This is an optimization exercise on Yosys and OpenROAD, whose aim is small area, a short achievable clock period and few clock cycles, not a production implementation. RTL that was checked went through simulation tests only; none was proved equivalent to the original. Only the layout flow was run in run 5; the RTL was not checked for function there. The clock port is modelled as an ideal driver; clocking choices that lean on that would not hold on a real chip.

File: design/flow/design.v
module mac16e (input [15:0] m, input [3:0] one, input [3:0] two, input [3:0] neg, input [15:0] add, output [15:0] r);
  wire p1;
  wire p2;
  wire p3;
  wire p4;
  wire p5;
  wire p6;
  wire p7;
  wire p8;
  wire p9;
  wire p10;
  wire p11;
  wire p12;
  wire p13;
  wire p14;
  wire p15;
  wire p16;
  wire p17;
  wire p18;
  wire p19;
  wire p20;
  wire p21;
  wire p22;
  wire p23;
  wire p24;
  wire p25;
  wire p26;
  wire p27;
  wire p28;
  wire p29;
  wire p30;
  wire p31;
  wire p32;
  wire p33;
  wire p34;
  wire p35;
  wire p36;
  wire p37;
  wire p38;
  wire p39;
  wire p40;
  wire p41;
  wire p42;
  wire p43;
  wire p44;
  wire p45;
  wire p46;
  wire p47;
  wire p48;
  wire p49;
  wire p50;
  wire p51;
  wire p52;
  wire s53;
  wire c54;
  wire s55;
  wire c56;
  wire s57;
  wire c58;
  wire s59;
  wire c60;
  wire s61;
  wire c62;
  wire s63;
  wire c64;
  wire s65;
  wire c66;
  wire s67;
  wire c68;
  wire s69;
  wire c70;
  wire s71;
  wire c72;
  wire s73;
  wire c74;
  wire s75;
  wire c76;
  wire s77;
  wire c78;
  wire s79;
  wire c80;
  wire s81;
  wire c82;
  wire s83;
  wire c84;
  wire s85;
  wire c86;
  wire s87;
  wire c88;
  wire s89;
  wire c90;
  wire s91;
  wire c92;
  wire s93;
  wire s94;
  wire s95;
  wire c96;
  wire s97;
  wire c98;
  wire s99;
  wire c100;
  wire s101;
  wire c102;
  wire s103;
  wire c104;
  wire s105;
  wire c106;
  wire s107;
  wire c108;
  wire s109;
  wire c110;
  wire s111;
  wire c112;
  wire s113;
  wire c114;
  wire s115;
  wire c116;
  wire s117;
  wire c118;
  wire s119;
  wire c120;
  wire s121;
  wire s122;
  wire c123;
  wire s124;
  wire c125;
  wire s126;
  wire c127;
  wire s128;
  wire c129;
  wire s130;
  wire c131;
  wire s132;
  wire c133;
  wire s134;
  wire c135;
  wire s136;
  wire c137;
  wire s138;
  wire c139;
  wire s140;
  wire c141;
  wire s142;
  wire c143;
  wire s144;
  wire c145;
  wire s146;
  wire c147;
  wire s148;
  wire c149;
  wire s150;
  wire c151;
  wire s152;
  wire one0 = one[0];
  wire two0 = two[0];
  wire neg0 = neg[0];
  assign p1 = (one0 & m[0]) ^ neg0;
  assign p2 = ((one0 & m[1]) | (two0 & m[0])) ^ neg0;
  assign p3 = ((one0 & m[2]) | (two0 & m[1])) ^ neg0;
  assign p4 = ((one0 & m[3]) | (two0 & m[2])) ^ neg0;
  assign p5 = ((one0 & m[4]) | (two0 & m[3])) ^ neg0;
  assign p6 = ((one0 & m[5]) | (two0 & m[4])) ^ neg0;
  assign p7 = ((one0 & m[6]) | (two0 & m[5])) ^ neg0;
  assign p8 = ((one0 & m[7]) | (two0 & m[6])) ^ neg0;
  assign p9 = ((one0 & m[8]) | (two0 & m[7])) ^ neg0;
  assign p10 = ((one0 & m[9]) | (two0 & m[8])) ^ neg0;
  assign p11 = ((one0 & m[10]) | (two0 & m[9])) ^ neg0;
  assign p12 = ((one0 & m[11]) | (two0 & m[10])) ^ neg0;
  assign p13 = ((one0 & m[12]) | (two0 & m[11])) ^ neg0;
  assign p14 = ((one0 & m[13]) | (two0 & m[12])) ^ neg0;
  assign p15 = ((one0 & m[14]) | (two0 & m[13])) ^ neg0;
  assign p16 = ((one0 & m[15]) | (two0 & m[14])) ^ neg0;
  wire one1 = one[1];
  wire two1 = two[1];
  wire neg1 = neg[1];
  assign p17 = (one1 & m[0]) ^ neg1;
  assign p18 = ((one1 & m[1]) | (two1 & m[0])) ^ neg1;
  assign p19 = ((one1 & m[2]) | (two1 & m[1])) ^ neg1;
  assign p20 = ((one1 & m[3]) | (two1 & m[2])) ^ neg1;
  assign p21 = ((one1 & m[4]) | (two1 & m[3])) ^ neg1;
  assign p22 = ((one1 & m[5]) | (two1 & m[4])) ^ neg1;
  assign p23 = ((one1 & m[6]) | (two1 & m[5])) ^ neg1;
  assign p24 = ((one1 & m[7]) | (two1 & m[6])) ^ neg1;
  assign p25 = ((one1 & m[8]) | (two1 & m[7])) ^ neg1;
  assign p26 = ((one1 & m[9]) | (two1 & m[8])) ^ neg1;
  assign p27 = ((one1 & m[10]) | (two1 & m[9])) ^ neg1;
  assign p28 = ((one1 & m[11]) | (two1 & m[10])) ^ neg1;
  assign p29 = ((one1 & m[12]) | (two1 & m[11])) ^ neg1;
  assign p30 = ((one1 & m[13]) | (two1 & m[12])) ^ neg1;
  wire one2 = one[2];
  wire two2 = two[2];
  wire neg2 = neg[2];
  assign p31 = (one2 & m[0]) ^ neg2;
  assign p32 = ((one2 & m[1]) | (two2 & m[0])) ^ neg2;
  assign p33 = ((one2 & m[2]) | (two2 & m[1])) ^ neg2;
  assign p34 = ((one2 & m[3]) | (two2 & m[2])) ^ neg2;
  assign p35 = ((one2 & m[4]) | (two2 & m[3])) ^ neg2;
  assign p36 = ((one2 & m[5]) | (two2 & m[4])) ^ neg2;
  assign p37 = ((one2 & m[6]) | (two2 & m[5])) ^ neg2;
  assign p38 = ((one2 & m[7]) | (two2 & m[6])) ^ neg2;
  assign p39 = ((one2 & m[8]) | (two2 & m[7])) ^ neg2;
  assign p40 = ((one2 & m[9]) | (two2 & m[8])) ^ neg2;
  assign p41 = ((one2 & m[10]) | (two2 & m[9])) ^ neg2;
  assign p42 = ((one2 & m[11]) | (two2 & m[10])) ^ neg2;
  wire one3 = one[3];
  wire two3 = two[3];
  wire neg3 = neg[3];
  assign p43 = (one3 & m[0]) ^ neg3;
  assign p44 = ((one3 & m[1]) | (two3 & m[0])) ^ neg3;
  assign p45 = ((one3 & m[2]) | (two3 & m[1])) ^ neg3;
  assign p46 = ((one3 & m[3]) | (two3 & m[2])) ^ neg3;
  assign p47 = ((one3 & m[4]) | (two3 & m[3])) ^ neg3;
  assign p48 = ((one3 & m[5]) | (two3 & m[4])) ^ neg3;
  assign p49 = ((one3 & m[6]) | (two3 & m[5])) ^ neg3;
  assign p50 = ((one3 & m[7]) | (two3 & m[6])) ^ neg3;
  assign p51 = ((one3 & m[8]) | (two3 & m[7])) ^ neg3;
  assign p52 = ((one3 & m[9]) | (two3 & m[8])) ^ neg3;
  assign s53 = p5 ^ p19;
  assign c54 = p5 & p19;
  assign s55 = p6 ^ p20;
  assign c56 = p6 & p20;
  assign s57 = p7 ^ p21 ^ p33;
  assign c58 = (p7 & p21) | (p7 & p33) | (p21 & p33);
  assign s59 = p43 ^ neg3;
  assign c60 = p43 & neg3;
  assign s61 = p8 ^ p22 ^ p34;
  assign c62 = (p8 & p22) | (p8 & p34) | (p22 & p34);
  assign s63 = p44 ^ add[7];
  assign c64 = p44 & add[7];
  assign s65 = p9 ^ p23 ^ p35;
  assign c66 = (p9 & p23) | (p9 & p35) | (p23 & p35);
  assign s67 = p45 ^ add[8];
  assign c68 = p45 & add[8];
  assign s69 = p10 ^ p24 ^ p36;
  assign c70 = (p10 & p24) | (p10 & p36) | (p24 & p36);
  assign s71 = p46 ^ add[9];
  assign c72 = p46 & add[9];
  assign s73 = p11 ^ p25 ^ p37;
  assign c74 = (p11 & p25) | (p11 & p37) | (p25 & p37);
  assign s75 = p47 ^ add[10];
  assign c76 = p47 & add[10];
  assign s77 = p12 ^ p26 ^ p38;
  assign c78 = (p12 & p26) | (p12 & p38) | (p26 & p38);
  assign s79 = p48 ^ add[11];
  assign c80 = p48 & add[11];
  assign s81 = p13 ^ p27 ^ p39;
  assign c82 = (p13 & p27) | (p13 & p39) | (p27 & p39);
  assign s83 = p49 ^ add[12];
  assign c84 = p49 & add[12];
  assign s85 = p14 ^ p28 ^ p40;
  assign c86 = (p14 & p28) | (p14 & p40) | (p28 & p40);
  assign s87 = p50 ^ add[13];
  assign c88 = p50 & add[13];
  assign s89 = p15 ^ p29 ^ p41;
  assign c90 = (p15 & p29) | (p15 & p41) | (p29 & p41);
  assign s91 = p51 ^ add[14];
  assign c92 = p51 & add[14];
  assign s93 = p16 ^ p30 ^ p42;
  assign s94 = p52 ^ add[15];
  assign s95 = p3 ^ p17;
  assign c96 = p3 & p17;
  assign s97 = p4 ^ p18;
  assign c98 = p4 & p18;
  assign s99 = s53 ^ p31 ^ neg2;
  assign c100 = (s53 & p31) | (s53 & neg2) | (p31 & neg2);
  assign s101 = c54 ^ s55 ^ p32;
  assign c102 = (c54 & s55) | (c54 & p32) | (s55 & p32);
  assign s103 = c56 ^ s57 ^ s59;
  assign c104 = (c56 & s57) | (c56 & s59) | (s57 & s59);
  assign s105 = c58 ^ c60 ^ s61;
  assign c106 = (c58 & c60) | (c58 & s61) | (c60 & s61);
  assign s107 = c62 ^ c64 ^ s65;
  assign c108 = (c62 & c64) | (c62 & s65) | (c64 & s65);
  assign s109 = c66 ^ c68 ^ s69;
  assign c110 = (c66 & c68) | (c66 & s69) | (c68 & s69);
  assign s111 = c70 ^ c72 ^ s73;
  assign c112 = (c70 & c72) | (c70 & s73) | (c72 & s73);
  assign s113 = c74 ^ c76 ^ s77;
  assign c114 = (c74 & c76) | (c74 & s77) | (c76 & s77);
  assign s115 = c78 ^ c80 ^ s81;
  assign c116 = (c78 & c80) | (c78 & s81) | (c80 & s81);
  assign s117 = c82 ^ c84 ^ s85;
  assign c118 = (c82 & c84) | (c82 & s85) | (c84 & s85);
  assign s119 = c86 ^ c88 ^ s89;
  assign c120 = (c86 & c88) | (c86 & s89) | (c88 & s89);
  assign s121 = c90 ^ c92 ^ s93;
  assign s122 = p1 ^ neg0;
  assign c123 = p1 & neg0;
  assign s124 = p2 ^ add[1];
  assign c125 = p2 & add[1];
  assign s126 = s95 ^ neg1 ^ add[2];
  assign c127 = (s95 & neg1) | (s95 & add[2]) | (neg1 & add[2]);
  assign s128 = c96 ^ s97 ^ add[3];
  assign c129 = (c96 & s97) | (c96 & add[3]) | (s97 & add[3]);
  assign s130 = c98 ^ s99 ^ add[4];
  assign c131 = (c98 & s99) | (c98 & add[4]) | (s99 & add[4]);
  assign s132 = c100 ^ s101 ^ add[5];
  assign c133 = (c100 & s101) | (c100 & add[5]) | (s101 & add[5]);
  assign s134 = c102 ^ s103 ^ add[6];
  assign c135 = (c102 & s103) | (c102 & add[6]) | (s103 & add[6]);
  assign s136 = c104 ^ s105 ^ s63;
  assign c137 = (c104 & s105) | (c104 & s63) | (s105 & s63);
  assign s138 = c106 ^ s107 ^ s67;
  assign c139 = (c106 & s107) | (c106 & s67) | (s107 & s67);
  assign s140 = c108 ^ s109 ^ s71;
  assign c141 = (c108 & s109) | (c108 & s71) | (s109 & s71);
  assign s142 = c110 ^ s111 ^ s75;
  assign c143 = (c110 & s111) | (c110 & s75) | (s111 & s75);
  assign s144 = c112 ^ s113 ^ s79;
  assign c145 = (c112 & s113) | (c112 & s79) | (s113 & s79);
  assign s146 = c114 ^ s115 ^ s83;
  assign c147 = (c114 & s115) | (c114 & s83) | (s115 & s83);
  assign s148 = c116 ^ s117 ^ s87;
  assign c149 = (c116 & s117) | (c116 & s87) | (s117 & s87);
  assign s150 = c118 ^ s119 ^ s91;
  assign c151 = (c118 & s119) | (c118 & s91) | (s119 & s91);
  assign s152 = c120 ^ s121 ^ s94;
  assign r = {c151, c149, c147, c145, c143, c141, c139, c137, c135, c133, c131, c129, c127, c125, c123, s122} + {s152, s150, s148, s146, s144, s142, s140, s138, s136, s134, s132, s130, s128, s126, s124, add[0]};
endmodule
module top_module2 (input [3:0] start_adress, input [7:0] data_in, input clock, input Start, input reset,
  output logic [15:0] out_put_det3, output logic Done, output logic [3:0] adress);
  logic [10:1] ph;             
  logic add_q0, add_q2;        
  logic [3:0] addr;            
  logic [7:0] dr;              
  logic [15:0] mr;             
  logic [3:0] b_one, b_two, b_neg;   
  logic [15:0] q1, q0;
  wire go = Done & Start;
  logic [3:0] step;
  always @(*) begin
    step = 4'd0;
    if (ph[1]) step = 4'd14;    
    if (ph[2]) step = 4'd1;
    if (ph[3]) step = 4'd14;    
    if (ph[4]) step = 4'd4;
    if (ph[5]) step = 4'd11;    
    if (ph[6]) step = 4'd8;
    if (ph[7]) step = 4'd14;    
    if (ph[8]) step = 4'd1;
  end
  assign adress = ({4{Done}} & start_adress) | addr;
  always @(posedge clock or posedge reset) begin
    if (reset) begin
      Done   <= 1'b1;
      ph     <= '0;
      add_q0 <= 1'b0;
      add_q2 <= 1'b1;
      addr   <= 4'd0;
    end else begin
      addr   <= go ? start_adress + 4'd4 : (~Done & ~ph[10]) ? addr + step : 4'd0;
      Done   <= Done ? ~Start : ph[10];
      ph     <= {ph[9:1], go};
      add_q0 <= ph[4] | ph[5] | ph[6];
      add_q2 <= ph[8] | ph[9] | ph[10] | (Done & ~Start);
    end
  end
  wire [15:0] add = ({16{add_q0}} & q0) | ({16{add_q2}} & out_put_det3);
  wire [15:0] r;
  mac16e mac (.m(mr), .one(b_one), .two(b_two), .neg(b_neg), .add(add), .r(r));
  wire sub_next = ph[2] | ph[4] | ph[6];
  wire op_next = ~Done & ~ph[10];    
  wire [8:0] de = {data_in, 1'b0};
  logic [3:0] e_one, e_two, e_neg;
  always @(*) begin
    for (int j = 0; j < 4; j++) begin
      e_one[j] = op_next & (de[2*j+1] ^ de[2*j]);
      e_two[j] = op_next & ((de[2*j+2] & ~de[2*j+1] & ~de[2*j]) | (~de[2*j+2] & de[2*j+1] & de[2*j]));
      e_neg[j] = op_next & (de[2*j+2] ^ sub_next);
    end
  end
  always @(posedge clock) begin
    dr <= data_in;
    b_one <= e_one;
    b_two <= e_two;
    b_neg <= e_neg;
    mr <= (ph[7] | ph[8] | ph[9]) ? q1 : {{8{dr[7]}}, dr};
    out_put_det3 <= r;
    q1 <= out_put_det3;
    q0 <= q1;
  end
endmodule
File: design/flow/flow/skew.tcl
# Delays the clock of the output register (out_put_det3) by a delay buffer and a
# clock buffer inserted after its leaf clock buffer. The output register is the
# end of the multiply-accumulate paths between registers; its own paths to the
# output port only lose by this.
read_db $::env(ODB_IN)
set db [ord::get_db]
set block [ord::get_db_block]
set flops {}
foreach inst [$block getInsts] {
  if {[string match {out_put_det3*} [$inst getName]]} { lappend flops $inst }
}
puts "skew: [llength $flops] output register flip-flops"
set src [[[lindex $flops 0] findITerm CLK] getNet]
set n1 [odb::dbNet_create $block skew_net1]
set n2 [odb::dbNet_create $block skew_net2]
$n1 setSigType CLOCK
$n2 setSigType CLOCK
set b1 [odb::dbInst_create $block [$db findMaster $::env(SKEW_DLY_CELL)] skew_dly]
set b2 [odb::dbInst_create $block [$db findMaster sky130_fd_sc_hd__clkbuf_16] skew_buf]
[$b1 findITerm A] connect $src
[$b1 findITerm X] connect $n1
[$b2 findITerm A] connect $n1
[$b2 findITerm X] connect $n2
set sx 0; set sy 0
foreach f $flops {
  set it [$f findITerm CLK]
  $it disconnect
  $it connect $n2
  set bb [$f getBBox]
  set sx [expr {$sx + [$bb xMin]}]; set sy [expr {$sy + [$bb yMin]}]
}
set cx [expr {int($sx / [llength $flops])}]; set cy [expr {int($sy / [llength $flops])}]
$b1 setLocation $cx $cy
$b1 setPlacementStatus PLACED
$b2 setLocation $cx $cy
$b2 setPlacementStatus PLACED
global_connect
detailed_placement
check_placement -verbose
write_db $::env(ODB_OUT)
File: design/flow/flow/run.sh
#!/bin/bash
# The standard layout, with two changes: plain buffers (buf_2) on the ports
# instead of the default port buffer cell (every port still gets its buffer),
# and, after clock tree synthesis, a later clock for the output register
# (flow/skew.tcl), which ends the multiply-accumulate paths between registers.
set -euo pipefail
export BUFFER_PORTS_ARGS="-buffer_cell sky130_fd_sc_hd__buf_2"
bash standard.sh cts > standard_cts.log 2>&1
R=orfs/results/sky130hd/top_module2/base
cp $R/4_cts.odb $R/4_cts_noskew.odb
ODB_IN=$R/4_cts_noskew.odb ODB_OUT=$R/4_cts.odb SKEW_DLY_CELL=sky130_fd_sc_hd__clkdlybuf4s50_1 \
  openroad -no_init -exit flow/skew.tcl > skew.log 2>&1
bash standard.sh > standard.log 2>&1
File: design/flow/config.mk
export PLATFORM = sky130hd
export DESIGN_NAME = top_module2
export DESIGN_NICKNAME = top_module2
export VERILOG_FILES = /design/flow/design.v
export SDC_FILE = /design/flow/constraint.sdc
export NUM_CORES = 4
export LEC_CHECK = 0
export CAP_MARGIN = 20
export CORE_MARGIN = 2
export CORE_UTILIZATION = 40
export CTS_BUF_LIST = sky130_fd_sc_hd__clkbuf_8
export CTS_CLUSTER_DIAMETER = 40
export HOLD_SLACK_MARGIN = 0.15
export SETUP_SLACK_MARGIN = 3.2
export SLEW_MARGIN = 20
File: design/flow/standard.sh
#!/bin/bash
# synth_recipe.tcl (not shown) runs the flow's synth.tcl, then flattens the netlist and writes it again
# the make line also repeats each setting of config.mk as NAME=value (left out here)
make -C /OpenROAD-flow-scripts/flow DESIGN_CONFIG=/design/flow/config.mk WORK_HOME=/design/flow/orfs CLKGATE_MAP_FILE= SYNTH_SCRIPT=/design/flow/synth_recipe.tcl "${@:-finish}"
File: design/flow/constraint.sdc
create_clock -name core_clock -period 7.0 [get_ports {clock}]
set_input_delay 1.4000 -clock core_clock [delete_from_list [all_inputs] [get_ports {clock}]]
set_output_delay 1.4000 -clock core_clock [all_outputs]
set_load 0.01 [all_outputs]
==> flow_metrics.tcl, run 1 <==
set metrics [dict create \
    slew_headroom 0.4433 \
    cpMostUsedCell "buf_2" \
    start_util 0.4134 \
    drtIter0Drc 243 \
    io_pins 36 \
    place_inst 700 \
    drt-pass1-iter-count 5 \
    maxCapViolCount 0 \
    endpoint_kind "output port" \
    numCtsBuffers 9 \
    final_util 0.4589 \
    yosysSeqAreaShare 0.3823 \
    grt_first_pass_wirelength_mm 20.60 \
    syn_area_um2 5518 \
    max_stage_delay_ps 170 \
    cts-root-to-sink-buffers 2 \
    slowest_stage "a21o_1" \
    yosysMostFrequentCell "dfxtp_1" \
    hold_viol 0 \
    port_buffers 35 \
    rsz0062_at_grt "false" \
    arrival_ps 1810 \
    vias_per_cell 5.304 \
    period_needed_ps 3213 \
    hold_class "flop to flop" \
    postCtsSetupRepairBufs 0 \
    crit_path_max_fanout 3 \
    synth-async-reset-ratio 0.1683 \
    antenna_found_initial 0 \
    chipWidth_um 121.5 \
    grt_start_max_net_pins 20 \
    grt_pass1_vias 3898 \
    yosys-top-cells-area "dfxtp_1 (30%), fa_1 (12%), xnor2_1 (11%)" \
    min_period_over_period 0.4591 \
    nets 619 \
    yosysUniqueCellTypes 48 \
    drive_above_1_share 0.1636 \
    maxSlewViolCount 0 \
    areaGrowthSynthToFinish_pct 11.02 \
    diodes 0 \
    htreeDepth 3 \
    grt.total_usage 0.1824 \
    finalWirelength_mm 12.57 \
    yosysTopAreaCell "dfxtp_1" \
    die_h_um 121.5 \
    startpoint_type "input pin" \
    rows 42 \
    cts_tree "built" \
    antenna_left 0 \
    timing.fmax_ghz 0.3112 \
    path_cells "buf_2, a21o_1, buf_2" \
    yosys_most_used_dff "dfxtp_1" \
    avgRoutedWirePerCell_um 17.45 \
    ys_warn_count 1 \
    status "timing/DRC/antenna clean" \
    synth_seq_cells 101 \
    whs_ps 163.3 \
    gp_congestion 0.8632 \
    dp_hpwl_mm 8.938 \
    cts_num_sinks 101 \
    core_um2 13350 \
    finalSetupTns_ps 0 \
    path_clk_slew_ps 110 \
    finish.instance_area_um2 6126 \
    finClkSkew_ps 760.4 \
    netlist.area_leader.share 0.3048 \
    drc 0 \
    fin_ws_ps 3787 \
    crit_type "input pin to output port" \
    synth_top_cells_by_count "dfxtp_1 (84), xnor2_1 (68), a22oi_1 (49), fa_1 (34), ha_1 (31)" \
    syn-num-nets 602 \
    clock_latency_ps 1120 \
    cts_root_buf "clkbuf_8" \
    vias 3819 \
    synth_edf_count 0 \
    critical_path_required_ps 5600 \
    grt-ovfl-total 0 \
    setup_viol 0 \
    tightest_slew_ps 828.6 \
    dp_slack_ps 2733 \
    syn_area_per_cell_um2 10.57 \
    placed_cell_area_um2 5769 \
    final_cells 720 \
    fillers 1282 \
    netlist_instances 522 \
    die_area_um2 14750 \
]
==> final timing paths <==
| kind | start | endpoint | slack [ps] | cells after the start |
|---|---|---|---|---|
| worst max-delay path | start_adress[2] | adress[2] | 3790 | 3 |
| worst min-delay path | b_one[0] | out_put_det3[0] | 160 | 2 |
| worst max register to register | out_put_det3[8] | out_put_det3[12] | 3820 | 9 |
| worst min register to register | b_one[0] | out_put_det3[0] | 160 | 2 |
| max in group asynchronous | reset | addr[3] | 5520 | 2 |
| min in group asynchronous | reset | ph[4] | 1070 | 2 |
==> placed cells by master, fill, tap and decap left out, types with 4 or more instances in the layout <==
master	netlist	routed
a21oi_1	12	12
a22o_1	16	16
a22oi_1	49	49
nor2_1	29	29
xor2_1	12	12
and2_1	6	6
dfxtp_2	0	11
xnor2_1	68	68
nor3_1	6	4
ha_1	31	29
buf_2	4	35
dfxtp_1	84	66
nand2_1	30	30
clkbuf_8	0	10
dfrtp_1	15	15
a21o_1	21	21
fa_1	34	34
dfxtp_4	0	7
inv_1	30	30
==> worst max-delay path: cells and delay by family <==
family | cells | cell delay (ps)
buf+inv | 2 | 250
compound gates | 1 | 170
==> registers in the layout, summed over array words and instances, names as in the netlist, 8 cells and up <==
signal	flops
out_put_det3	16
q1	16
mr	16
dr	8
ph	10
q0	16
==> cell families after synthesis <==
kind of cell	synth area share
adders and majority gates	0.1936
muxes	0.001814
and+or+nand+nor	0.06576
xor gates and xnor gates	0.1329
DFF	0.3823
AOI/OAI and AO/OA	0.1744
buffers and inverters	0.04921
==> cell type report <==
type	count	area, µm²	share of cell area
tap	176	220.2	0.03595
clock buffer	10	137.6	0.02247
inverter	32	120.1	0.01961
buffer	2	35.03	0.005719
timing repair buffer	38	202.7	0.03309
clock inverter	6	88.84	0.01450
multi-input combinational	355	3172	0.5178
sequential	101	2150	0.3509
==> routing by layer <==
| layer | vias to the layer above | wire (µm) | GRT usage |
|---|---|---|---|
| li1 | 1803 | - | - |
| met1 | 1899 | 5915 | 0.2528 |
| met2 | 101 | 5784 | 0.2784 |
| met3 | 16 | 584 | 0.04041 |
| met4 | 0 | 281 | 0.06897 |
| met5 | - | 0 | 0 |
==> repair_timing <==
action | in CTS | in global routing
hold buffers | 0 | 2
endpoints found under the hold margin | 0 | 2
setup endpoints to repair | 8 | 0
gates resized for setup | 29 | 0
Testbench counts, summed over its fixed seeds: cycles 17,600.
==> inputs of run 2 (changes only) <==
--- a/design/flow/config.mk
+++ b/design/flow/config.mk
@@ -10,6 +10,7 @@
 export CORE_UTILIZATION = 40
 export CTS_BUF_LIST = sky130_fd_sc_hd__clkbuf_8
 export CTS_CLUSTER_DIAMETER = 40
+export CTS_CLUSTER_SIZE = 12
 export HOLD_SLACK_MARGIN = 0.15
 export SETUP_SLACK_MARGIN = 3.2
 export SLEW_MARGIN = 20
==> flow_metrics.tcl, run 2 <==
set metrics [dict create \
    whs_ps 163.3 \
    yosysSeqAreaShare 0.3823 \
    htreeDepth 3 \
    path_clk_slew_ps 110 \
    timing.fmax_ghz 0.3112 \
    port_buffers 35 \
    final_common_cell "xnor2_1" \
    core_um2 13350 \
    drive_above_1_share 0.1636 \
    slew_headroom 0.4433 \
    wl_met1_mm 5.915 \
    wl_met3_um 584 \
    numCtsBuffers 9 \
    crit_path_max_fanout 3 \
    syn_area_per_cell_um2 10.57 \
    antenna_left 0 \
    hold_class "flop to flop" \
    syn_area_um2 5518 \
    setup_viol 0 \
    yosysMostFrequentCell "dfxtp_1" \
    areaGrowthSynthToFinish_pct 11.02 \
    final_cell_mix "xnor2_1 (68), dfxtp_1 (66), a22oi_1 (49)" \
    yosys_most_used_dff "dfxtp_1" \
    cts_root_buf "clkbuf_8" \
    finalWirelength_mm 12.57 \
    vias_per_cell 5.304 \
    min_path_cells 2 \
    nets 619 \
    timing.rr.end "out_put_det3[12]" \
    vias 3819 \
    r2r_cells 9 \
    finalSetupTns_ps 0 \
    synth-async-reset-ratio 0.1683 \
    hold_viol 0 \
    diodes 0 \
    fillers 1282 \
    yosysTopAreaCell "dfxtp_1" \
    synth_seq_cells 101 \
    rrSetupSlack_ps 3820 \
    netlist.area_leader.share 0.3048 \
    status "timing/DRC/antenna clean" \
    timing.rr.start "out_put_det3[8]" \
    grt-ovfl-total 0 \
    dp_hpwl_mm 8.938 \
    die_area_um2 14750 \
    ys_warn_count 1 \
    yosysUniqueCellTypes 48 \
    endpoint_kind "output port" \
    crit_type "input pin to output port" \
    grt_start_max_net_pins 20 \
    grt_pass1_vias 3898 \
    grt_first_pass_wirelength_mm 20.60 \
    grt.total_usage 0.1824 \
    cts-root-to-sink-buffers 2 \
    drt-pass1-iter-count 5 \
    startpoint_type "input pin" \
    finClkSkew_ps 760.4 \
    tightest_slew_ps 828.6 \
    rsz0062_at_grt "false" \
    top_layer "met4" \
    antenna_found_initial 0 \
    io_pins 36 \
    start_util 0.4134 \
    rows 42 \
    synth_top_cells_by_count "dfxtp_1 (84), xnor2_1 (68), a22oi_1 (49), fa_1 (34), ha_1 (31)" \
    hold_path.startpoint "b_one[0]" \
    drtIter0Drc 243 \
    maxSlewViolCount 0 \
    synth_edf_count 0 \
    min_to "out_put_det3[0]" \
    gp_congestion 0.8632 \
    yosys-top-cells-area "dfxtp_1 (30%), fa_1 (12%), xnor2_1 (11%)" \
    period_needed_ps 3213 \
    maxCapViolCount 0 \
    clock_latency_ps 1120 \
    avgRoutedWirePerCell_um 17.45 \
    arrival_ps 1810 \
    die_h_um 121.5 \
    drc 0 \
    cts_num_sinks 101 \
    netlist_instances 522 \
    chipWidth_um 121.5 \
    min_period_over_period 0.4591 \
    wl_met2_mm 5.784 \
    cts_tree "built" \
    syn-num-nets 602 \
    critical_path_required_ps 5600 \
]
## run 2: critical path: stages
cell and delay, ps:
buf_2 120, a21o_1 170, buf_2 130
## run 2: routing by layer
metal  up-vias  track usage
met4         0      0.06897
met1      1899       0.2528
met3        16      0.04041
met5         -            0
li1       1803            -
met2       101       0.2784
## run 2: layout make-up
cell class                 count  area [µm²]  share of cell area
multi-input combinational    355        3172              0.5178
buffer                         2       35.03            0.005719
clock inverter                 6       88.84             0.01450
sequential                   101        2150              0.3509
tap                          176       220.2             0.03595
timing repair buffer          38       202.7             0.03309
inverter                      32       120.1             0.01961
clock buffer                  10       137.6             0.02247
## run 2: how the worst max path moves through the flow
| stage | slack, ps | endpoint | cells past startpoint | start |
|---|---|---|---|---|
| floorplan | 3210 | out_put_det3[12] | 11 | b_one[2] |
| global placement | 2880 | out_put_det3[13] | 12 | b_neg[0] |
| detailed placement | 2730 | out_put_det3[13] | 12 | b_neg[0] |
| CTS | 3210 | out_put_det3[13] | 13 | b_two[0] |
| global route | 3700 | out_put_det3[12] | 9 | out_put_det3[8] |
| finish | 3790 | adress[2] | 3 | start_adress[2] |
## run 2: kinds of logic (layout without fill, tap and decap cells)
kind of cell	after synthesis	after routing	synth area share
compound gates	125	125	0.1744
xor+xnor	82	82	0.1329
fa+ha+maj	65	65	0.1936
buf+inv	66	88	0.04921
flops	101	101	0.3823
mux	1	1	0.001814
simple gates	82	82	0.06576
## run 2: repair_timing
item,4_1_cts,5_1_grt
buffers inserted,0,0
setup endpoints to repair,8,0
gates resized for setup,29,0
hold buffers,0,2
hold endpoints to repair,0,2
## run 2: through the flow
stage | util | std cells | worst slack (ps) | cell area [µm²]
after floorplan | - | 522 | 3206 | 5523
after global placement | 0.4322 | 700 | 2878 | 5769
after detailed placement | 0.4322 | 700 | 2733 | 5769
after CTS | 0.4548 | 716 | 3214 | 6071
after global routing | 0.4589 | 720 | 3704 | 6126
final | 0.4589 | 720 | 3787 | 6126
==> inputs of run 3 (changes only) <==
--- a/design/flow/config.mk
+++ b/design/flow/config.mk
@@ -8,9 +8,6 @@
 export CAP_MARGIN = 20
 export CORE_MARGIN = 2
 export CORE_UTILIZATION = 40
-export CTS_BUF_LIST = sky130_fd_sc_hd__clkbuf_8
-export CTS_CLUSTER_DIAMETER = 40
-export CTS_CLUSTER_SIZE = 12
 export HOLD_SLACK_MARGIN = 0.15
 export SETUP_SLACK_MARGIN = 3.2
 export SLEW_MARGIN = 20
==> flow_metrics.tcl, run 3 <==
set metrics [dict create \
    status "timing/DRC/antenna clean" \
    grt-ovfl-total 0 \
    core_um2 13350 \
    htreeDepth 3 \
    start_util 0.4134 \
    finalWirelength_mm 12.60 \
    die_h_um 121.5 \
    rows 42 \
    path_cells "a22o_1, ha_1, fa_1, fa_1, ha_1, a2111o_1, a211o_1, a41oi_2, xnor2_1" \
    diodes 0 \
    areaGrowthSynthToFinish_pct 12.63 \
    avgRoutedWirePerCell_um 17.49 \
    maxSlewViolCount 0 \
    endpoint_kind "flop" \
    grt_pass1_vias 3927 \
    period_needed_ps 3246 \
    max_stage_delay_ps 540 \
    hold_class "flop to flop" \
    vias_per_cell 5.333 \
    synth_seq_cells 101 \
    startpoint_type "flop" \
    min_period_over_period 0.4636 \
    fillers 1269 \
    grt_start_max_net_pins 20 \
    antenna_left 0 \
    finalSetupTns_ps 0 \
    io_pins 36 \
    dp_hpwl_mm 8.938 \
    final_cells 720 \
    yosys_most_used_dff "dfxtp_1" \
    port_buffers 35 \
    cts_num_sinks 101 \
    cts_root_buf "clkbuf_16" \
    cts-root-to-sink-buffers 2 \
    setup_viol 0 \
    final_util 0.4656 \
    drt-pass1-iter-count 5 \
    tightest_slew_ps 797.1 \
    crit_type "flop to flop" \
    finClkSkew_ps 731.6 \
    gp_congestion 0.8632 \
    clock_latency_ps 1070 \
    yosysSeqAreaShare 0.3823 \
    vias 3840 \
    drc 0 \
    yosys-top-cells-area "dfxtp_1 (30%), fa_1 (12%), xnor2_1 (11%)" \
    place_inst 700 \
    hold_viol 0 \
    timing.fmax_ghz 0.3081 \
    grt_first_pass_wirelength_mm 20.69 \
    postCtsSetupRepairBufs 0 \
    syn-num-nets 602 \
    synth_top_cells_by_count "dfxtp_1 (84), xnor2_1 (68), a22oi_1 (49), fa_1 (34), ha_1 (31)" \
    syn_area_um2 5518 \
    rsz0062_at_grt "false" \
    die_area_um2 14750 \
    critical_path_required_ps 8000 \
    drtIter0Drc 297 \
    arrival_ps 4240 \
    antenna_found_initial 0 \
    nets 619 \
    drive_above_1_share 0.1618 \
    slowest_stage "fa_1" \
    yosysMostFrequentCell "dfxtp_1" \
    cts_tree "built" \
    yosysTopAreaCell "dfxtp_1" \
    whs_ps 161.9 \
    crit_path_max_fanout 5 \
    final_cell_mix "xnor2_1 (68), dfxtp_1 (66), a22oi_1 (49)" \
    netlist.area_leader.share 0.3048 \
    ys_warn_count 1 \
    numCtsBuffers 9 \
    synth-async-reset-ratio 0.1683 \
    grt.total_usage 0.1828 \
    path_clk_slew_ps 80 \
    netlist_instances 522 \
    maxCapViolCount 0 \
    chipWidth_um 121.5 \
    slew_headroom 0.4645 \
    synth_edf_count 0 \
    yosysUniqueCellTypes 48 \
    syn_area_per_cell_um2 10.57 \
    final_common_cell "xnor2_1" \
]
[run 3: changes by cell type in the layout (fill, tap and decap cells not counted)]
cell / delta
ha_4: -1
clkbuf_16: +9
ha_1: +1
clkbuf_8: -9
[run 3: final cells by class]
| type | count | area, µm² | share of cell area |
|---|---|---|---|
| clock inverter | 6 | 88.84 | 0.01429 |
| inverter | 32 | 120.1 | 0.01933 |
| multi-input combinational | 355 | 3159 | 0.5084 |
| tap | 176 | 220.2 | 0.03543 |
| sequential | 101 | 2150 | 0.3459 |
| timing repair buffer | 38 | 202.7 | 0.03262 |
| clock buffer | 10 | 239.0 | 0.03845 |
| buffer | 2 | 35.03 | 0.005637 |
[run 3: repair_timing]
action,4_1_cts,5_1_grt
endpoints found under the hold margin,0,2
setup endpoints to repair,8,0
gates resized for setup,28,0
hold buffers,0,2
[run 3: stage by stage]
stage | worst slack, ps | cell area, µm²
after floorplan | 3206 | 5523
after global placement | 2878 | 5769
after detailed placement | 2733 | 5769
after CTS | 3204 | 6160
after global routing | 3623 | 6215
final | 3754 | 6215
[run 3: layer usage]
layer	vias to the layer above	global-route usage	wire, µm
li1	1809	-	-
met1	1903	0.2530	5920
met2	105	0.2774	5773
met3	23	0.04276	592
met4	0	0.06968	310
met5	-	0	0
[run 3: cell families (layout without fill, tap and decap cells)]
| kind of cell | after synthesis | in the layout | share of synthesized area |
|---|---|---|---|
| xor+xnor | 82 | 82 | 0.1329 |
| mux | 1 | 1 | 0.001814 |
| simple gates | 82 | 82 | 0.06576 |
| fa+ha+maj | 65 | 65 | 0.1936 |
| flops | 101 | 101 | 0.3823 |
| compound gates | 125 | 125 | 0.1744 |
| buf+inv | 66 | 88 | 0.04921 |
[run 3: critical path: cells and delay by family (launching register included)]
kind / cells / cell delay [ps]
compound gates: 4 / 1180
xor+xnor: 1 / 140
fa+ha+maj: 4 / 1520
flops: 1 / 330
[run 3: final timing paths]
kind | start | endpoint | slack (ps) | depth (start not counted)
max | out_put_det3[8] | out_put_det3[12] | 3750 | 9
max in group asynchronous | reset | ph[8] | 5480 | 2
min | b_one[0] | out_put_det3[0] | 160 | 2
min in group asynchronous | reset | ph[4] | 1110 | 2
min reg2reg | b_one[0] | out_put_det3[0] | 160 | 2
max reg2reg | out_put_det3[8] | out_put_det3[12] | 3750 | 9
==> inputs of run 4 (changes only) <==
--- a/design/flow/config.mk
+++ b/design/flow/config.mk
@@ -9,5 +9,5 @@
 export CORE_MARGIN = 2
 export CORE_UTILIZATION = 40
 export HOLD_SLACK_MARGIN = 0.15
-export SETUP_SLACK_MARGIN = 3.2
+export SETUP_SLACK_MARGIN = 2.8
 export SLEW_MARGIN = 20
==> flow_metrics.tcl, run 4 <==
set metrics [dict create \
    path_clk_slew_ps 80 \
    arrival_ps 4450 \
    drive_above_1_share 0.1252 \
    synth_top_cells_by_count "dfxtp_1 (84), xnor2_1 (68), a22oi_1 (49), fa_1 (34), ha_1 (31)" \
    die_h_um 121.5 \
    synth_edf_count 0 \
    tightest_slew_ps 817.5 \
    drtIter0Drc 195 \
    placed_cell_area_um2 5762 \
    yosys_most_used_dff "dfxtp_1" \
    core_um2 13350 \
    maxSlewViolCount 0 \
    syn-num-nets 602 \
    synth_xor_area_frac 0.1329 \
    nets 618 \
    synth_compound_gate_area_share 0.1744 \
    netlist_instances 522 \
    synth_top_family_by_area "adder cells" \
    timing.fmax_ghz 0.2894 \
    synth_mux_area_frac 0.001814 \
    final_cell_mix "dfxtp_1 (82), xnor2_1 (68), a22oi_1 (49)" \
    htreeDepth 3 \
    syn_area_per_cell_um2 10.57 \
    gp_congestion 0.8397 \
    setup_viol 0 \
    crit_end "out_put_det3[12]" \
    crit_type "flop to flop" \
    avgRoutedWirePerCell_um 16.92 \
    rows 42 \
    crit_path_max_fanout 15 \
    final_cells 719 \
    rrSetupSlack_ps 3540 \
    grt_start_max_net_pins 22 \
    antenna_found_initial 0 \
    finClkSkew_ps 720.5 \
    antenna_left 0 \
    final_util 0.4597 \
    areaGrowthSynthToFinish_pct 11.20 \
    finish.instance_area_um2 6136 \
    postCtsSetupRepairBufs 0 \
    met1_usage 0.2382 \
    io_pins 36 \
    die_area_um2 14750 \
    status "timing/DRC/antenna clean" \
    use_met2 0.2704 \
    yosysTopAreaCell "dfxtp_1" \
    start_util 0.4134 \
    period_needed_ps 3456 \
    vias_per_cell 5.224 \
    netlist.area_leader.share 0.3048 \
    hold_class "flop to flop" \
    grtUsageMet3 0.03853 \
    cts-root-to-sink-buffers 2 \
    cts_tree "built" \
    grt-ovfl-total 0 \
    maxCapViolCount 0 \
    yosysMostFrequentCell "dfxtp_1" \
    grt.total_usage 0.1745 \
    grt_pass1_vias 3719 \
    endpoint_kind "flop" \
    synth-async-reset-ratio 0.1683 \
    critical_path_required_ps 8000 \
    startpoint_type "flop" \
    fin_ws_ps 3544 \
    grt_first_pass_wirelength_mm 19.47 \
    slew_headroom 0.4508 \
    vias 3756 \
    finalWirelength_mm 12.17 \
    rsz0062_at_grt "false" \
    ys_warn_count 1 \
    synthAdderAreaFrac 0.1937 \
    drt-pass1-iter-count 5 \
    clock_latency_ps 1060 \
    port_buffers 35 \
    syn_area_um2 5518 \
    r2r_cells 10 \
    dp_slack_ps 2773 \
    synth_seq_cells 101 \
    dp_hpwl_mm 8.740 \
    place_inst 699 \
    whs_ps 135.4 \
    hold_viol 0 \
    cts_num_sinks 101 \
    yosys-top-cells-area "dfxtp_1 (30%), fa_1 (12%), xnor2_1 (11%)" \
    chipWidth_um 121.5 \
    numCtsBuffers 9 \
    setup.worst_path.start "b_two[0]" \
    drc 0 \
    final_common_cell "dfxtp_1" \
    cts_root_buf "clkbuf_16" \
    yosysUniqueCellTypes 48 \
    min_period_over_period 0.4937 \
    timing.rr.start "b_two[0]" \
    grt.busiest_layer "met2" \
    finalSetupTns_ps 0 \
    yosysSeqAreaShare 0.3823 \
    timing.rr.end "out_put_det3[12]" \
    diodes 0 \
    synth-simple-area-share 0.06576 \
]
run 4: worst min path at each step:
stage	cells past startpoint	startpoint	slack, ps	to
CTS	0	q1[15]	350	q0[15]
floorplan	0	q1[0]	330	q0[0]
global route	2	mr[0]	190	out_put_det3[0]
global placement	0	q1[1]	340	q0[1]
finish	2	mr[0]	140	out_put_det3[0]
detailed placement	0	q1[15]	340	q0[15]
run 4: area by class of cell:
class | count | area, µm²
fillers | 1320 | 7212
well taps | 176 | 220.2
clock inverters | 7 | 91.34
repair buffers | 37 | 195.2
plain buffers | 2 | 35.03
multi-input cells | 355 | 3137
inverters | 32 | 120.1
flip-flops and latches | 101 | 2112
clock buffers | 9 | 225.2
run 4: logic make-up after synthesis:
| group | Yosys count |
|---|---|
| AOI/OAI and AO/OA | 125 |
| DFF | 101 |
| xor gates and xnor gates | 82 |
| and+or+nand+nor | 82 |
| buffers and inverters | 66 |
| adders and majority gates | 65 |
| muxes | 1 |
run 4: per-layer routing:
layer  vias up  wire (µm)
met5         -          0
met4         0        291
met3        20        511
met2        93       5658
met1      1835       5707
li1       1808          -
run 4: critical path, stage by stage (launching register included):
cell and delay, ps:
dfxtp_1 670, a22oi_1 200, xnor2_1 180, fa_1 460
fa_1 590, fa_1 440, ha_1 350, a2111o_1 460
a211o_1 370, a41oi_2 230, xnor2_1 130
run 4: timing repair:
item / 4_1_cts / 5_1_grt
hold buffers: 0 / 2
endpoints found under the setup margin: 4 / 0
resized for setup: 2 / 0
endpoints found under the hold margin: 0 / 2
==> inputs of run 5 (changes only) <==
--- a/design/flow/design.v
+++ b/design/flow/design.v
@@ -324,7 +324,6 @@
   logic [3:0] addr;            
   logic [7:0] dr;              
   logic [15:0] mr;             
-  logic [3:0] b_one, b_two, b_neg;   
   logic [15:0] q1, q0;
   wire go = Done & Start;
   logic [3:0] step;
@@ -358,22 +357,19 @@
   wire [15:0] add = ({16{add_q0}} & q0) | ({16{add_q2}} & out_put_det3);
   wire [15:0] r;
   mac16e mac (.m(mr), .one(b_one), .two(b_two), .neg(b_neg), .add(add), .r(r));
-  wire sub_next = ph[2] | ph[4] | ph[6];
-  wire op_next = ~Done & ~ph[10];    
-  wire [8:0] de = {data_in, 1'b0};
-  logic [3:0] e_one, e_two, e_neg;
+  wire sub = ph[3] | ph[5] | ph[7];
+  wire op = ~Done & ~ph[1];
+  wire [8:0] de = {dr, 1'b0};
+  logic [3:0] b_one, b_two, b_neg;
   always @(*) begin
     for (int j = 0; j < 4; j++) begin
-      e_one[j] = op_next & (de[2*j+1] ^ de[2*j]);
-      e_two[j] = op_next & ((de[2*j+2] & ~de[2*j+1] & ~de[2*j]) | (~de[2*j+2] & de[2*j+1] & de[2*j]));
-      e_neg[j] = op_next & (de[2*j+2] ^ sub_next);
+      b_one[j] = op & (de[2*j+1] ^ de[2*j]);
+      b_two[j] = op & ((de[2*j+2] & ~de[2*j+1] & ~de[2*j]) | (~de[2*j+2] & de[2*j+1] & de[2*j]));
+      b_neg[j] = op & (de[2*j+2] ^ sub);
     end
   end
   always @(posedge clock) begin
     dr <= data_in;
-    b_one <= e_one;
-    b_two <= e_two;
-    b_neg <= e_neg;
     mr <= (ph[7] | ph[8] | ph[9]) ? q1 : {{8{dr[7]}}, dr};
     out_put_det3 <= r;
     q1 <= out_put_det3;
--- a/design/flow/config.mk
+++ b/design/flow/config.mk
@@ -9,5 +9,5 @@
 export CORE_MARGIN = 2
 export CORE_UTILIZATION = 40
 export HOLD_SLACK_MARGIN = 0.15
-export SETUP_SLACK_MARGIN = 2.8
+export SETUP_SLACK_MARGIN = 3.2
 export SLEW_MARGIN = 20
==> flow_metrics.tcl, run 5 <==
set metrics [dict create \
    cts_root_buf "clkbuf_16" \
    dp_hpwl_mm 8.666 \
    rrSetupSlack_ps 3280 \
    endpoint_kind "flop" \
    cp_top_family "adder cells" \
    grt_first_pass_wirelength_mm 20.33 \
    diodes 0 \
    place_inst 676 \
    cts_tree "built" \
    final_cells 739 \
    antenna_left 0 \
    cts_num_sinks 89 \
    port_buffers 35 \
    htreeDepth 3 \
    synth_edf_count 0 \
    finalSetupTns_ps 0 \
    synth_top_cells_by_count "dfxtp_1 (72), a22oi_1 (46), xnor2_1 (44), inv_1 (36)" \
    synth_seq_cells 89 \
    path_clk_slew_ps 90 \
    timing.rr.start "dr[3]" \
    finalWirelength_mm 12.59 \
    status "timing/DRC/antenna clean" \
    startpoint_type "flop" \
    clock_latency_ps 1070 \
    yosysSeqAreaShare 0.3548 \
    final_common_cell "dfxtp_1" \
    syn_area_um2 5269 \
    yosysUniqueCellTypes 55 \
    r2r_cells 17 \
    io_pins 36 \
    setup.worst_path.start "dr[3]" \
    maxCapViolCount 0 \
    fillers 1187 \
    path_cells "or3b_4, a21oi_4, buf_4, a22oi_2, xor2_2, fa_2, fa_1, fa_1, ha_2, or3_1, o22a_1, a41oi_2, buf_4, buf_4, inv_1, a21oi_2, xnor2_1" \
    synthAdderAreaFrac 0.2028 \
    crit_path_max_fanout 7 \
    crit_type "flop to flop" \
    whs_ps 167.0 \
    vias 3886 \
    antenna_found_initial 0 \
    yosysMostFrequentCell "dfxtp_1" \
    areaGrowthSynthToFinish_pct 22.80 \
    critical_path_required_ps 8000 \
    cp.buffers_inverters 4 \
    cts-root-to-sink-buffers 2 \
    netlist.area_leader.share 0.2736 \
    synth_top_family_by_area "adder cells" \
    vias_per_cell 5.258 \
    grt-ovfl-total 0 \
    drc 0 \
    dp_slack_ps 1980 \
    cpMostUsedCell "buf_4" \
    syn_area_per_cell_um2 10.56 \
    grt_pass1_vias 3941 \
    synth_xor_area_frac 0.1339 \
    final_cell_mix "dfxtp_1 (68), a22oi_1 (41), buf_4 (38)" \
    avgRoutedWirePerCell_um 17.03 \
    drtIter0Drc 267 \
    die_h_um 118.8 \
    hold_viol 0 \
    timing.fmax_ghz 0.2685 \
    drive_above_1_share 0.2698 \
    rows 41 \
    max_stage_delay_ps 550 \
    nets 642 \
    ys_warn_count 1 \
    cp.depth 17 \
    synth-simple-area-share 0.06174 \
    crit_end "out_put_det3[11]" \
    yosysTopAreaCell "dfxtp_1" \
    min_period_over_period 0.5320 \
    finish.instance_area_um2 6470 \
    drt-pass1-iter-count 5 \
    placed_cell_area_um2 5598 \
    numCtsBuffers 9 \
    slew_headroom 0.3747 \
    yosys-top-cells-area "dfxtp_1 (27%), fa_1 (13%), ha_1 (7.4%)" \
    setup_viol 0 \
    chipWidth_um 118.8 \
    hold_class "flop to flop" \
    grt.total_usage 0.1863 \
    maxSlewViolCount 0 \
    start_util 0.4141 \
    synth_compound_gate_area_share 0.1762 \
    timing.rr.end "out_put_det3[11]" \
    grt_start_max_net_pins 18 \
    tightest_slew_ps 934.6 \
    yosys_most_used_dff "dfxtp_1" \
    rsz0062_at_grt "true" \
    netlist_instances 499 \
    synth_mux_area_frac 0.01876 \
    slowest_stage "fa_2" \
    fin_ws_ps 3276 \
    period_needed_ps 3724 \
    syn-num-nets 579 \
    finClkSkew_ps 728.1 \
    synth-async-reset-ratio 0.1910 \
    die_area_um2 14110 \
    arrival_ps 4730 \
    core_um2 12720 \
    gp_congestion 0.8455 \
]
==> run 5: cell types whose count changed after synthesis, moves of 4 or more <==
cell and delta:
mux2_2 +7, clkbuf_2 +5, nand2_1 -17, nor2_1 -14, a21oi_1 +9, dfxtp_1 -12
inv_1 +6, o21ai_0 +7, a21o_1 -4, xor2_1 +22, xnor2_1 -24, clkbuf_1 -8
==> run 5: cells by family (layout without fill, tap and decap cells) <==
logic type / count (synthesis) / after routing
muxes: 9 / 9
buffers and inverters: 66 / 134
and+or+nand+nor: 62 / 62
adders and majority gates: 65 / 65
AOI/OAI and AO/OA: 129 / 129
DFF: 89 / 89
xor gates and xnor gates: 79 / 79
==> run 5: layout make-up <==
| type | count | area, µm² | area share |
|---|---|---|---|
| Sequential cell | 89 | 1882 | 0.2909 |
| Multi-Input combinational cell | 344 | 3362 | 0.5196 |
| Clock inverter | 7 | 75.07 | 0.01160 |
| Buffer | 2 | 35.03 | 0.005415 |
| Tap cell | 172 | 215.2 | 0.03326 |
| Inverter | 36 | 138.9 | 0.02147 |
| Clock buffer | 9 | 225.2 | 0.03481 |
| Timing Repair Buffer | 80 | 536.8 | 0.08296 |
==> run 5: repair_timing <==
item	in CTS	in global routing
gates resized for setup	44	8
endpoints found under the setup margin	11	4
hold buffers	0	2
hold endpoints to repair	0	2
setup buffers	35	8
pin swaps	24	8
==> run 5: routing by layer <==
layer | GRT usage | up-vias | wire length [µm]
li1 | - | 1857 | -
met1 | 0.2465 | 1905 | 5874
met2 | 0.2917 | 101 | 5751
met3 | 0.04730 | 23 | 670
met4 | 0.07292 | 0 | 291
met5 | 0 | - | 0
==> run 5: worst min-delay path by stage <==
stage	startpoint	end	slack (ps)	depth (start not counted)
4_1_cts	q1[14]	q0[14]	350	0
3_3_place_gp	q1[6]	q0[6]	330	0
3_5_place_dp	q1[6]	q0[6]	340	0
5_1_grt	q0[15]	out_put_det3[15]	180	3
6_report	q0[15]	out_put_det3[15]	170	3
2_1_floorplan	q1[0]	q0[0]	330	0
==> run 5: tightest hold or removal path: cells and delay by family, from the launching register on <==
family	cells	cell delay [ps]
AOI/OAI and AO/OA	1	100
DFF	1	310
xor gates and xnor gates	2	440
==> run 5: stage by stage <==
stage | utilization
after global placement | 0.4400
final | 0.5086
after CTS | 0.4963
after global routing | 0.5086
after floorplan | -
after detailed placement | 0.4400
==> inputs of run 6 (changes only) <==
--- a/design/flow/design.v
+++ b/design/flow/design.v
@@ -324,6 +324,7 @@
   logic [3:0] addr;            
   logic [7:0] dr;              
   logic [15:0] mr;             
+  logic [3:0] b_one, b_two, b_neg;   
   logic [15:0] q1, q0;
   wire go = Done & Start;
   logic [3:0] step;
@@ -357,19 +358,22 @@
   wire [15:0] add = ({16{add_q0}} & q0) | ({16{add_q2}} & out_put_det3);
   wire [15:0] r;
   mac16e mac (.m(mr), .one(b_one), .two(b_two), .neg(b_neg), .add(add), .r(r));
-  wire sub = ph[3] | ph[5] | ph[7];
-  wire op = ~Done & ~ph[1];
-  wire [8:0] de = {dr, 1'b0};
-  logic [3:0] b_one, b_two, b_neg;
+  wire sub_next = ph[2] | ph[4] | ph[6];
+  wire op_next = ~Done & ~ph[10];    
+  wire [8:0] de = {data_in, 1'b0};
+  logic [3:0] e_one, e_two, e_neg;
   always @(*) begin
     for (int j = 0; j < 4; j++) begin
-      b_one[j] = op & (de[2*j+1] ^ de[2*j]);
-      b_two[j] = op & ((de[2*j+2] & ~de[2*j+1] & ~de[2*j]) | (~de[2*j+2] & de[2*j+1] & de[2*j]));
-      b_neg[j] = op & (de[2*j+2] ^ sub);
+      e_one[j] = op_next & (de[2*j+1] ^ de[2*j]);
+      e_two[j] = op_next & ((de[2*j+2] & ~de[2*j+1] & ~de[2*j]) | (~de[2*j+2] & de[2*j+1] & de[2*j]));
+      e_neg[j] = op_next & (de[2*j+2] ^ sub_next);
     end
   end
   always @(posedge clock) begin
     dr <= data_in;
+    b_one <= e_one;
+    b_two <= e_two;
+    b_neg <= e_neg;
     mr <= (ph[7] | ph[8] | ph[9]) ? q1 : {{8{dr[7]}}, dr};
     out_put_det3 <= r;
     q1 <= out_put_det3;
--- a/design/flow/flow/skew.tcl
+++ b/design/flow/flow/skew.tcl
@@ -1,5 +1,6 @@
 # Delays the clock of the output register (out_put_det3) by a delay buffer and a
-# clock buffer inserted after its leaf clock buffer. The output register is the
+# clock buffer inserted after its leaf clock buffer, and upsizes leaf clock buffers
+# with many flip-flops. The output register is the
 # end of the multiply-accumulate paths between registers; its own paths to the
 # output port only lose by this.
 read_db $::env(ODB_IN)
@@ -34,6 +35,21 @@
 $b1 setPlacementStatus PLACED
 $b2 setLocation $cx $cy
 $b2 setPlacementStatus PLACED
+# Clock buffers that drive many flip-flops get the strongest clock buffer, to keep
+# the slew at the flip-flop clock pins low.
+set big [$db findMaster sky130_fd_sc_hd__clkbuf_16]
+foreach inst [$block getInsts] {
+  set mname [[$inst getMaster] getName]
+  if {![string match {sky130_fd_sc_hd__clkbuf_*} $mname] || $mname eq "sky130_fd_sc_hd__clkbuf_16"} { continue }
+  set out [[$inst findITerm X] getNet]
+  if {$out eq "NULL"} { continue }
+  set sinks 0
+  foreach it [$out getITerms] { if {[[$it getMTerm] getName] eq "CLK"} { incr sinks } }
+  if {$sinks >= 13} {
+    puts "skew: [$inst getName] ($mname) drives $sinks clock pins, now clkbuf_16"
+    $inst swapMaster $big
+  }
+}
 global_connect
 detailed_placement
 check_placement -verbose
--- a/design/flow/config.mk
+++ b/design/flow/config.mk
@@ -8,6 +8,8 @@
 export CAP_MARGIN = 20
 export CORE_MARGIN = 2
 export CORE_UTILIZATION = 40
+export CTS_BUF_LIST = sky130_fd_sc_hd__clkbuf_8
+export CTS_CLUSTER_DIAMETER = 40
 export HOLD_SLACK_MARGIN = 0.15
 export SETUP_SLACK_MARGIN = 3.2
 export SLEW_MARGIN = 20
==> flow_metrics.tcl, run 6 <==
set metrics [dict create \
    finish.instance_area_um2 6138 \
    wl_met1_mm 5.830 \
    syn_area_um2 5518 \
    drc 0 \
    fillers 1281 \
    maxCapViolCount 0 \
    antenna_found_initial 0 \
    chipWidth_um 121.5 \
    top_layer "met4" \
    cts_root_buf "clkbuf_8" \
    syn_area_per_cell_um2 10.57 \
    cts_num_sinks 101 \
    endpoint_kind "output port" \
    cts-root-to-sink-buffers 2 \
    areaGrowthSynthToFinish_pct 11.25 \
    place_inst 700 \
    avgRoutedWirePerCell_um 17.49 \
    start_util 0.4134 \
    min_period_over_period 0.4592 \
    tightest_slew_ps 834.4 \
    slew_headroom 0.4395 \
    nets 618 \
    vias_per_cell 5.331 \
    grt_first_pass_wirelength_mm 20.68 \
    status "timing/DRC/antenna clean" \
    yosysSeqAreaShare 0.3823 \
    final_cells 719 \
    syn-num-nets 602 \
    netlist_instances 522 \
    hold_viol 0 \
    period_needed_ps 3214 \
    drive_above_1_share 0.1639 \
    crit_path_max_fanout 3 \
    ys_warn_count 1 \
    gp_congestion 0.8632 \
    rows 42 \
    arrival_ps 1810 \
    synth_top_cells_by_count "dfxtp_1 (84), xnor2_1 (68), a22oi_1 (49), fa_1 (34), ha_1 (31)" \
    path_clk_slew_ps 90 \
    finalSetupTns_ps 0 \
    yosysMostFrequentCell "dfxtp_1" \
    final_util 0.4599 \
    grt.total_usage 0.1833 \
    synth_edf_count 0 \
    dp_hpwl_mm 8.938 \
    yosysTopAreaCell "dfxtp_1" \
    whs_ps 106.9 \
    yosys-top-cells-area "dfxtp_1 (30%), fa_1 (12%), xnor2_1 (11%)" \
    startpoint_type "input pin" \
    clock_latency_ps 1090 \
    crit_type "input pin to output port" \
    wl_met3_um 672 \
    finalWirelength_mm 12.58 \
    vias 3833 \
    critical_path_required_ps 5600 \
    drt-pass1-iter-count 5 \
    io_pins 36 \
    synth-async-reset-ratio 0.1683 \
    grt_start_max_net_pins 20 \
    numCtsBuffers 9 \
    cts_tree "built" \
    die_area_um2 14750 \
    setup_viol 0 \
    timing.fmax_ghz 0.3111 \
    seq_area_um2 2150 \
    diodes 0 \
    finClkSkew_ps 722.1 \
    port_buffers 35 \
    yosysUniqueCellTypes 48 \
    hold_class "flop to flop" \
    synth_seq_cells 101 \
    core_um2 13350 \
    final_common_cell "xnor2_1" \
    yosys_most_used_dff "dfxtp_1" \
    grt-ovfl-total 0 \
    netlist.area_leader.share 0.3048 \
    wl_met2_mm 5.789 \
    grt_pass1_vias 3907 \
    antenna_left 0 \
    multi_input_area_um2 3172 \
    htreeDepth 3 \
    drtIter0Drc 267 \
    die_h_um 121.5 \
    maxSlewViolCount 0 \
    placed_cell_area_um2 5769 \
    final_cell_mix "xnor2_1 (68), dfxtp_1 (66), a22oi_1 (49)" \
    rsz0062_at_grt "false" \
]
## run 6: changes by cell type in the layout (fill, tap and decap cells not counted), sizes merged, moves of 7 or more
cell,before,now
buf,78,36
xnor2,44,69
nor2,15,29
nand2,13,30
xor2,34,13
mux2,7,0
dfxtp,72,84
## run 6: final timing paths
check                                     start               end  slack (ps)  cells past startpoint
worst max-delay path            start_adress[2]         adress[2]        3790                      3
worst min-delay path                      q0[1]   out_put_det3[1]         110                      3
worst max register to register  out_put_det3[8]  out_put_det3[12]        3820                      9
worst min register to register            q0[1]   out_put_det3[1]         110                      3
max in group asynchronous                 reset           addr[3]        5500                      2
min in group asynchronous                 reset             ph[4]        1090                      2
## run 6: layout make-up
type                    count  share of cell area
multi-input cells         355              0.5167
flip-flops and latches    101              0.3502
well taps                 176             0.03587
repair buffers             37             0.03139
clock buffers              10             0.02609
inverters                  32             0.01957
clock inverters             6             0.01447
plain buffers               2            0.005707
## run 6: cell families after synthesis
logic type,Yosys count,synth area share
compound gates,125,0.1744
xor+xnor,82,0.1329
fa+ha+maj,65,0.1936
buf+inv,66,0.04921
flops,101,0.3823
mux,1,0.001814
simple gates,82,0.06576
## run 6: through the flow
stage | setup slack, ps
after floorplan | 3206
after global placement | 2878
after detailed placement | 2733
after CTS | 3214
after global routing | 3698
final | 3786
## run 6: critical path, cell delays in order
cell and delay, ps:
buf_2 120, a21o_1 170, buf_2 130
## run 6: layer usage
layer / global-route usage / up-vias
met1: 0.2531 / 1902
met3: 0.04041 / 18
li1: - / 1800
met4: 0.06897 / 0
met5: 0 / -
met2: 0.2813 / 113
## run 6: timing repair
item	4_1_cts	5_1_grt
hold buffers	0	1
buffers inserted	0	0
gates resized for setup	29	0
endpoints found under the setup margin	8	0
endpoints found under the hold margin	0	1
Testbench counts of run 6, summed over its fixed seeds: cycles 17,600.
==> inputs of run 7 (changes only) <==
--- a/design/flow/config.mk
+++ b/design/flow/config.mk
@@ -7,7 +7,7 @@
 export LEC_CHECK = 0
 export CAP_MARGIN = 20
 export CORE_MARGIN = 2
-export CORE_UTILIZATION = 40
+export CORE_UTILIZATION = 55
 export CTS_BUF_LIST = sky130_fd_sc_hd__clkbuf_8
 export CTS_CLUSTER_DIAMETER = 40
 export HOLD_SLACK_MARGIN = 0.15
==> flow_metrics.tcl, run 7 <==
set metrics [dict create \
    synth_seq_cells 101 \
    cts_num_sinks 101 \
    rows 36 \
    min_path_cells 2 \
    postCtsSetupRepairBufs 0 \
    yosysSeqAreaShare 0.3823 \
    synth_top_cells_by_count "dfxtp_1 (84), xnor2_1 (68), a22oi_1 (49), fa_1 (34), ha_1 (31)" \
    ys_warn_count 1 \
    maxCapViolCount 0 \
    netlist_instances 522 \
    tightest_slew_ps 823.8 \
    timing.fmax_ghz 0.3101 \
    grt_start_max_net_pins 18 \
    grt_first_pass_wirelength_mm 20.18 \
    htreeDepth 3 \
    netlist.area_leader.share 0.3048 \
    cp.depth 9 \
    start_util 0.5645 \
    yosysUniqueCellTypes 48 \
    final_common_cell "dfxtp_1" \
    endpoint_kind "flop" \
    path_cells "a22o_1, ha_1, fa_1, fa_1, ha_4, a2111o_1, a211o_1, a41oi_2, xnor2_1" \
    rsz0062_at_grt "false" \
    drive_above_1_share 0.1544 \
    io_pins 36 \
    cts_tree "built" \
    vias 3787 \
    max_stage_delay_ps 560 \
    cp.buffers_inverters 0 \
    chipWidth_um 104.2 \
    cts-root-to-sink-buffers 2 \
    slew_headroom 0.4508 \
    numCtsBuffers 9 \
    syn_area_per_cell_um2 10.57 \
    hold_class "flop to flop" \
    r2r_cells 9 \
    port_buffers 35 \
    die_h_um 104.2 \
    cts_root_buf "clkbuf_8" \
    yosys-top-cells-area "dfxtp_1 (30%), fa_1 (12%), xnor2_1 (11%)" \
    core_um2 9774 \
    antenna_left 0 \
    maxSlewViolCount 0 \
    synth_edf_count 0 \
    vias_per_cell 5.594 \
    critical_path_required_ps 8050 \
    syn_area_um2 5518 \
    syn-num-nets 602 \
    clock_latency_ps 1110 \
    finalWirelength_mm 12.26 \
    grt_pass1_vias 3829 \
    areaGrowthSynthToFinish_pct 10.07 \
    cp_top_family "adder cells" \
    drc 0 \
    cpMostUsedCell "fa_1" \
    status "timing/DRC/antenna clean" \
    hold_viol 0 \
    final_cell_mix "dfxtp_1 (69), xnor2_1 (68), a22oi_1 (49)" \
    slowest_stage "fa_1" \
    synth-async-reset-ratio 0.1683 \
    path_clk_slew_ps 90 \
    setup_viol 0 \
    grt.total_usage 0.2456 \
    finalSetupTns_ps 0 \
    min_period_over_period 0.4607 \
    diodes 0 \
    grt-ovfl-total 0 \
    crit_path_max_fanout 5 \
    avgRoutedWirePerCell_um 18.11 \
    startpoint_type "flop" \
    yosysTopAreaCell "dfxtp_1" \
    dp_hpwl_mm 8.747 \
    finClkSkew_ps 721.7 \
    yosysMostFrequentCell "dfxtp_1" \
    arrival_ps 4270 \
    nets 619 \
    gp_congestion 0.8220 \
    yosys_most_used_dff "dfxtp_1" \
    crit_type "flop to flop" \
    die_area_um2 10850 \
    drtIter0Drc 151 \
    period_needed_ps 3225 \
    antenna_found_initial 0 \
    drt-pass1-iter-count 5 \
]
run 7: cell counts after synthesis:
Identical to the previous run, type by type.
run 7: metal layers:
layer  vias up  track usage  share of wire
li1       1805            -              -
met1      1867       0.3286           0.47
met2        99       0.3976           0.47
met3        16      0.04574          0.041
met4         0      0.09363          0.016
met5         -            0              0
run 7: area by class of cell:
class,count,area (µm²)
clock buffers,9,157.7
repair buffers,38,202.7
clock inverters,7,73.82
flip-flops and latches,101,2146
well taps,133,166.4
fillers,841,3701
inverters,32,120.1
plain buffers,2,35.03
multi-input cells,355,3172
run 7: cells by family (layout without fill, tap and decap cells):
group / after synthesis / count (layout) / share of synthesized area
compound gates: 125 / 125 / 0.1744
mux: 1 / 1 / 0.001814
fa+ha+maj: 65 / 65 / 0.1936
flops: 101 / 101 / 0.3823
buf+inv: 66 / 88 / 0.04921
xor+xnor: 82 / 82 / 0.1329
simple gates: 82 / 82 / 0.06576
run 7: per-stage QoR:
step	area [µm²]	instances	setup slack [ps]	util	hold WS, ps
6_report	6073	677	3775	0.6214	128.4
5_1_grt	6073	677	3668	0.6214	170.5
4_1_cts	5984	673	3206	0.6123	358.0
3_5_place_dp	5715	657	2727	0.5847	339.3
3_3_place_gp	5715	657	2833	0.5847	336.8
2_1_floorplan	5523	522	3206	-	330.6
run 7: final timing paths:
path	from	endpoint	slack, ps
setup / recovery	out_put_det3[8]	out_put_det3[12]	3780
hold / removal	b_one[0]	out_put_det3[0]	130
setup reg to reg	out_put_det3[8]	out_put_det3[12]	3780
hold reg to reg	b_one[0]	out_put_det3[0]	130
max in group asynchronous	reset	ph[7]	5510
min in group asynchronous	reset	addr[1]	1060
run 7: timing repair:
action,4_1_cts,5_1_grt
hold buffers,0,2
setup endpoints to repair,8,0
resized for setup,26,0
hold endpoints to repair,0,2
run 7: worst reg2reg max path, stage by stage, from the launching register on:
cell	delay [ps]
dfxtp_1	350
a22o_1	220
ha_1	200
fa_1	480
fa_1	560
ha_4	230
a2111o_1	430
a211o_1	350
a41oi_2	230
xnor2_1	130

==> separate check: timing with driven ports <==
Ports are ideal in the flow. The routed layouts listed here were re-timed in OpenROAD. Step 1 assumes that a clkbuf_16 drives the clock port and a buf_2 every other input. Step 2, shift: input delay + t, output delay - t, t = (earliest + latest rising clock arrival at the registers) / 2. This alone moves slack from input paths to output paths. Slacks: ideal / step 1 / step 2; pairs: ideal / step 1.
| run | t, ns | setup WS [ns] | worst setup path after step 2 | latest minus earliest clock arrival (ns) |
|---|---|---|---|---|
| run 1 | 0.778 | 3.787 / 3.766 / 3.766 | input to output | 0.764 / 0.764 |
| run 2 | 0.778 | 3.787 / 3.766 / 3.766 | input to output | 0.764 / 0.764 |
| run 3 | 0.745 | 3.754 / 3.754 / 3.754 | register to register | 0.735 / 0.736 |
| run 4 | 0.744 | 3.544 / 3.544 / 3.544 | register to register | 0.723 / 0.722 |
| run 5 | 0.744 | 3.276 / 3.276 / 3.276 | register to register | 0.730 / 0.729 |
| run 6 | 0.770 | 3.786 / 3.765 / 3.765 | input to output | 0.726 / 0.726 |
| run 7 | 0.783 | 3.775 / 3.771 / 3.771 | input to output | 0.722 / 0.722 |
In every run listed the clock reaches the registers at very different times; t lies between them, and the last value is a rough guide only.
